From an optimization exercise on the open Yosys and OpenROAD flow, aimed at small area; shortcuts taken in it are not production practice. Function was checked by simulation only, so behaviour that the tests miss may differ from the original. Power figures rest on the tool's default switching activity, not on a simulated workload.

==> inputs of 11-10 <==
// slide_puzzle
module slide_puzzle(
	input clk,
	input resetn,
	input [3: 0] KEY,
	output [7: 0] x,
	output [6: 0] y,
	output [2: 0] colour,
	output [6: 0] HEX0,
	output [6: 0] HEX1,
	output [6: 0] HEX2,
	output [6: 0] HEX3,
	output [6: 0] HEX4,
	output [6: 0] HEX5
);
	wire ifInGame, ifGameOver, ifWin;
	wire [3: 0] minute, sec1, sec0, cnt1, cnt0;
	wire [5: 0] cnt2;
	reg [2: 0] go;
	always @(posedge clk)
	begin
		if (KEY[3] == 1'b0)
			go <= 3'b001;
		else if (KEY[2] == 1'b0)
			go <= 3'b010;
		else if (KEY[1] == 1'b0)
			go <= 3'b011;
		else if (KEY[0] == 1'b0)
			go <= 3'b100;
		else
			go <= 3'b000;
	end
	game g0(
		.clk(clk),
		.resetn(resetn),
		.go(go),
		.xOut(x),
		.yOut(y),
		.colourOut(colour),
		.minuteOut(minute),
		.sec1(sec1),
		.sec0(sec0),
		.cnt2(cnt2),
		.cnt1(cnt1),
		.cnt0(cnt0),
		.ifInGame(ifInGame),
		.ifGameOver(ifGameOver),
		.ifWin(ifWin)
	);
	bcd_decoder h0(.hex_digit(sec0), .segments(HEX0), .ifInGame(ifInGame), .ifGameOver(ifGameOver), .ifWin(ifWin), .hexID(3'b000));
	sec_decoder h1(.hex_digit(sec1), .segments(HEX1), .ifInGame(ifInGame), .ifGameOver(ifGameOver), .ifWin(ifWin), .hexID(3'b001));
	bcd_decoder h2(.hex_digit(minute), .segments(HEX2), .ifInGame(ifInGame), .ifGameOver(ifGameOver), .ifWin(ifWin), .hexID(3'b010));
	bcd_decoder h3(.hex_digit(cnt0), .segments(HEX3), .ifInGame(ifInGame), .ifGameOver(ifGameOver), .ifWin(ifWin), .hexID(3'b011));
	bcd_decoder h4(.hex_digit(cnt1), .segments(HEX4), .ifInGame(ifInGame), .ifGameOver(ifGameOver), .ifWin(ifWin), .hexID(3'b100));
	hex_decoder h5(.hex_digit(cnt2[3:0]), .segments(HEX5), .ifInGame(ifInGame), .ifGameOver(ifGameOver), .ifWin(ifWin), .hexID(3'b101));
endmodule
export LEC_CHECK = 0
export ABC_AREA = 1
export CAP_MARGIN = 20
export CORE_MARGIN = 2
export CORE_UTILIZATION = 40
export CTS_BUF_LIST = sky130_fd_sc_hd__clkbuf_8
export CTS_CLUSTER_DIAMETER = 110
export CTS_CLUSTER_SIZE = 14
export SLEW_MARGIN = 20
create_clock -name core_clock -period 20.0 [get_ports {clk}]
run.sh (not shown) runs the stock make flow with config.mk's settings and CLKGATE_MAP_FILE= SYNTH_SCRIPT=/design/flow/synth_recipe.tcl, a recipe that flattens the netlist after the stock synthesis.
==> 01-24 (differences from 11-10) <==
==> flow/flow/run.sh (new file) <==
#!/bin/bash
# Layout flow: the standard flow, with one step added after synthesis and
# one setting changed.
# - After the standard synthesis (standard.sh synth, unchanged), the
#   combinational logic of its netlist is re-mapped by ABC with an
#   area-oriented script (abc_area.abc); every register instance keeps its
#   name and cell. resynth.py proves the result equivalent to the standard
#   netlist (Yosys, registers paired by name) before it replaces it.
# - The port buffers are buf_1 cells.
# The layout steps are standard.sh's. Each tool's output is in its own log.
set -euo pipefail
WORK=$(pwd)
RES=$WORK/orfs/results/$FLOW_PLATFORM/slide_puzzle/base
LIB=$FLOW_HOME/platforms/$FLOW_PLATFORM/lib/sky130_fd_sc_hd__tt_025C_1v80.lib

# 1. the standard synthesis
bash $WORK/standard.sh synth > $WORK/synth.log 2>&1
cp $RES/1_2_yosys.v $WORK/standard_netlist.v

# 2. re-map the logic; the new netlist replaces the standard one (make then
#    rebuilds 1_synth.odb from it)
python3 $WORK/flow/resynth.py $WORK/standard_netlist.v $WORK/resynth.v $LIB $WORK/flow/abc_area.abc $WORK > $WORK/resynth_py.log 2>&1
cp $WORK/resynth.v $RES/1_2_yosys.v
touch $RES/1_2_yosys.v

# 3. layout
export BUFFER_PORTS_ARGS="-buffer_cell sky130_fd_sc_hd__buf_1"
bash $WORK/standard.sh > $WORK/layout.log 2>&1
==> flow/flow/abc_area.abc (new file) <==
strash
&get -n
&deepsyn -T 1200
&put
dch -f
amap
strash
dch -f
amap
==> flow/flow/resynth.py (new file) <==
#!/usr/bin/env python3
"""Re-maps the combinational logic of bench's standard synthesis netlist with
ABC (abc_area.abc), keeping every register instance (name, cell, pins) as the
standard synthesis made it, then proves the new netlist equivalent to the
standard one with Yosys (registers paired by instance name). Writes the new
netlist only when the proof succeeds.

usage: resynth.py STANDARD_NETLIST OUT_NETLIST LIBERTY ABC_SCRIPT WORKDIR"""
import re, subprocess, sys, os

std, out, lib, abc, work = sys.argv[1:6]
src = open(std).read()
cells = sorted(set(re.findall(r"\b(sky130_fd_sc_hd__\w+)\s+\S+\s*\(", src)))
seq = [c for c in cells if re.match(r"sky130_fd_sc_hd__(sed|ed|sd|d)f\w*$|sky130_fd_sc_hd__dl[xr]\w*$|\w*dlclkp\w*$", c)]
assert seq, "no registers found"

new = os.path.join(work, "resynth_all.v")
ys = os.path.join(work, "resynth.ys")
open(ys, "w").write(f"""
read_liberty -ignore_miss_func {lib}
read_verilog {std}
hierarchy -top slide_puzzle
setattr -mod -set keep_hierarchy 1 {' '.join(seq)}
flatten
select -module slide_puzzle
opt_clean
abc -script {abc} -liberty {lib} -dont_use *probe* -dont_use *lpflow*
opt_clean -purge
hilomap -singleton -hicell sky130_fd_sc_hd__conb_1 HI -locell sky130_fd_sc_hd__conb_1 LO
insbuf -buf sky130_fd_sc_hd__buf_1 A X
opt_clean -purge
select -clear
blackbox {' '.join(seq)}
stat -liberty {lib}
write_verilog -noattr -nohex -nodec {new}
""")
subprocess.run(["yosys", "-s", ys], check=True, stdout=open(os.path.join(work, "resynth.log"), "w"), stderr=subprocess.STDOUT)

# the same register instances, each in the same cell
reg = re.compile(r"\b(sky130_fd_sc_hd__\w+)\s+(\S+)\s*\(")
def regs(text):
    return sorted((n, c) for c, n in reg.findall(text) if c in seq)
got = open(new).read()
assert regs(got) == regs(src), "registers differ from the standard synthesis"
assert "assign" not in got, "netlist has assign statements"

eq = os.path.join(work, "equiv.ys")
open(eq, "w").write(f"""
read_liberty -ignore_miss_func {lib}
read_verilog {std}
rename slide_puzzle gold
read_verilog {new}
rename slide_puzzle gate
flatten gold gate
opt_clean
equiv_make gold gate eq
hierarchy -top eq
equiv_simple
equiv_status -assert
""")
subprocess.run(["yosys", "-s", eq], check=True, stdout=open(os.path.join(work, "equiv.log"), "w"), stderr=subprocess.STDOUT)
os.replace(new, out)
print("resynthesized netlist written to", out)
==> flow/standard.sh (new file) <==
#!/bin/bash
# synth_recipe.tcl (not shown) runs the flow's synth.tcl, then flattens the netlist and writes it again
# the make line also repeats each setting of config.mk as NAME=value (left out here)
make -C /OpenROAD-flow-scripts/flow DESIGN_CONFIG=/design/flow/config.mk WORK_HOME=/design/flow/orfs CLKGATE_MAP_FILE= SYNTH_SCRIPT=/design/flow/synth_recipe.tcl "${@:-finish}"
removed: flow/run.sh
==> 11-11 (differences from 11-10) <==
==> flow/flow/run.sh (new file) <==
#!/bin/bash
# Layout flow: the standard flow, with one step added after synthesis and
# one setting changed.
# - After the standard synthesis (standard.sh synth, unchanged), the
#   combinational logic of its netlist is re-mapped by ABC with an
#   area-oriented script (abc_area.abc); every register instance keeps its
#   name and cell. resynth.py proves the result equivalent to the standard
#   netlist (Yosys, registers paired by name) before it replaces it.
# - The port buffers are buf_1 cells.
# The layout steps are standard.sh's. Each tool's output is in its own log.
set -euo pipefail
WORK=$(pwd)
RES=$WORK/orfs/results/$FLOW_PLATFORM/slide_puzzle/base
LIB=$FLOW_HOME/platforms/$FLOW_PLATFORM/lib/sky130_fd_sc_hd__tt_025C_1v80.lib

# 1. the standard synthesis
bash $WORK/standard.sh synth > $WORK/synth.log 2>&1
cp $RES/1_2_yosys.v $WORK/standard_netlist.v

# 2. re-map the logic; the new netlist replaces the standard one (make then
#    rebuilds 1_synth.odb from it)
python3 $WORK/flow/resynth.py $WORK/standard_netlist.v $WORK/resynth.v $LIB $WORK/flow/abc_area.abc $WORK > $WORK/resynth_py.log 2>&1
cp $WORK/resynth.v $RES/1_2_yosys.v
touch $RES/1_2_yosys.v

# 3. layout
export BUFFER_PORTS_ARGS="-buffer_cell sky130_fd_sc_hd__buf_1"
bash $WORK/standard.sh > $WORK/layout.log 2>&1
==> flow/flow/abc_area.abc (new file) <==
strash
&get -n
&deepsyn -T 60
&put
dch -f
amap
==> flow/flow/resynth.py (new file) <==
#!/usr/bin/env python3
"""Re-maps the combinational logic of bench's standard synthesis netlist with
ABC (abc_area.abc), keeping every register instance (name, cell, pins) as the
standard synthesis made it, then proves the new netlist equivalent to the
standard one with Yosys (registers paired by instance name). Writes the new
netlist only when the proof succeeds.

usage: resynth.py STANDARD_NETLIST OUT_NETLIST LIBERTY ABC_SCRIPT WORKDIR"""
import re, subprocess, sys, os

std, out, lib, abc, work = sys.argv[1:6]
src = open(std).read()
cells = sorted(set(re.findall(r"\b(sky130_fd_sc_hd__\w+)\s+\S+\s*\(", src)))
seq = [c for c in cells if re.match(r"sky130_fd_sc_hd__(sed|ed|sd|d)f\w*$|sky130_fd_sc_hd__dl[xr]\w*$|\w*dlclkp\w*$", c)]
assert seq, "no registers found"

new = os.path.join(work, "resynth_all.v")
ys = os.path.join(work, "resynth.ys")
open(ys, "w").write(f"""
read_liberty -ignore_miss_func {lib}
read_verilog {std}
hierarchy -top slide_puzzle
setattr -mod -set keep_hierarchy 1 {' '.join(seq)}
flatten
select -module slide_puzzle
opt_clean
abc -script {abc} -liberty {lib} -dont_use *probe* -dont_use *lpflow*
opt_clean -purge
hilomap -singleton -hicell sky130_fd_sc_hd__conb_1 HI -locell sky130_fd_sc_hd__conb_1 LO
insbuf -buf sky130_fd_sc_hd__buf_1 A X
opt_clean -purge
select -clear
blackbox {' '.join(seq)}
stat -liberty {lib}
write_verilog -noattr -nohex -nodec {new}
""")
subprocess.run(["yosys", "-s", ys], check=True, stdout=open(os.path.join(work, "resynth.log"), "w"), stderr=subprocess.STDOUT)

# the same register instances, each in the same cell
reg = re.compile(r"\b(sky130_fd_sc_hd__\w+)\s+(\S+)\s*\(")
def regs(text):
    return sorted((n, c) for c, n in reg.findall(text) if c in seq)
got = open(new).read()
assert regs(got) == regs(src), "registers differ from the standard synthesis"
assert "assign" not in got, "netlist has assign statements"

eq = os.path.join(work, "equiv.ys")
open(eq, "w").write(f"""
read_liberty -ignore_miss_func {lib}
read_verilog {std}
rename slide_puzzle gold
read_verilog {new}
rename slide_puzzle gate
flatten gold gate
opt_clean
equiv_make gold gate eq
hierarchy -top eq
equiv_simple
equiv_status -assert
""")
subprocess.run(["yosys", "-s", eq], check=True, stdout=open(os.path.join(work, "equiv.log"), "w"), stderr=subprocess.STDOUT)
os.replace(new, out)
print("resynthesized netlist written to", out)
==> flow/standard.sh (new file) <==
#!/bin/bash
# synth_recipe.tcl (not shown) runs the flow's synth.tcl, then flattens the netlist and writes it again
# the make line also repeats each setting of config.mk as NAME=value (left out here)
make -C /OpenROAD-flow-scripts/flow DESIGN_CONFIG=/design/flow/config.mk WORK_HOME=/design/flow/orfs CLKGATE_MAP_FILE= SYNTH_SCRIPT=/design/flow/synth_recipe.tcl "${@:-finish}"
removed: flow/run.sh
==> notes <==
Total power: 11-10 > 11-11 > 01-24.
In flip-flop and latch count, 11-11 and 11-10 do not differ.
11-11 ran to the end with no violations. 11-10 ran to the end with no violations. 01-24 finished with timing, DRC and antenna clean.
Between 11-11 and 11-10, the lower die area is in 11-11 (gap about 25%, measured against 11-10).
In 01-24 the clock skew is lower than in 11-10, by 0.029 ns.
In 11-10 the register-to-register slack is better than in 01-24, by 0.71 ns.
Setup slack, lowest first: 01-24, 11-10, 11-11.
Via count: 11-10 > 11-11 > 01-24.
The highest sequential share of layout area belongs to 01-24, the lowest to 11-10.
Design area: 11-10 > 11-11 > 01-24.

static timing again, ports no longer ideal:
The results above use ideal ports. As a check the final layouts listed here were re-extracted and re-timed, cells and wires unchanged.
Step 1 assumes that a clkbuf_16 drives the clock port and a buf_2 every other input.
Step 2 moves the port delays by t, midway between the first and last clock arrival at a register: inputs arrive t later, outputs are due t later. That takes back most of the time a late clock gives input paths.
a / b / c = no drivers / after step 1 / after step 2; a / b = the first two.
run	t, ns	setup WS [ns]	hold WS [ns]	latest minus earliest clock arrival (ns)
11-10	0.691	3.362 / 3.307 / 3.998	0.360 / 0.360 / 0.360	0.071 / 0.072
01-24	0.682	2.680 / 2.623 / 3.305	0.355 / 0.355 / 0.355	0.039 / 0.039
11-11	0.684	4.097 / 4.044 / 4.728	0.338 / 0.338 / 0.338	0.034 / 0.034
After both steps setup and hold are still met in every run listed.
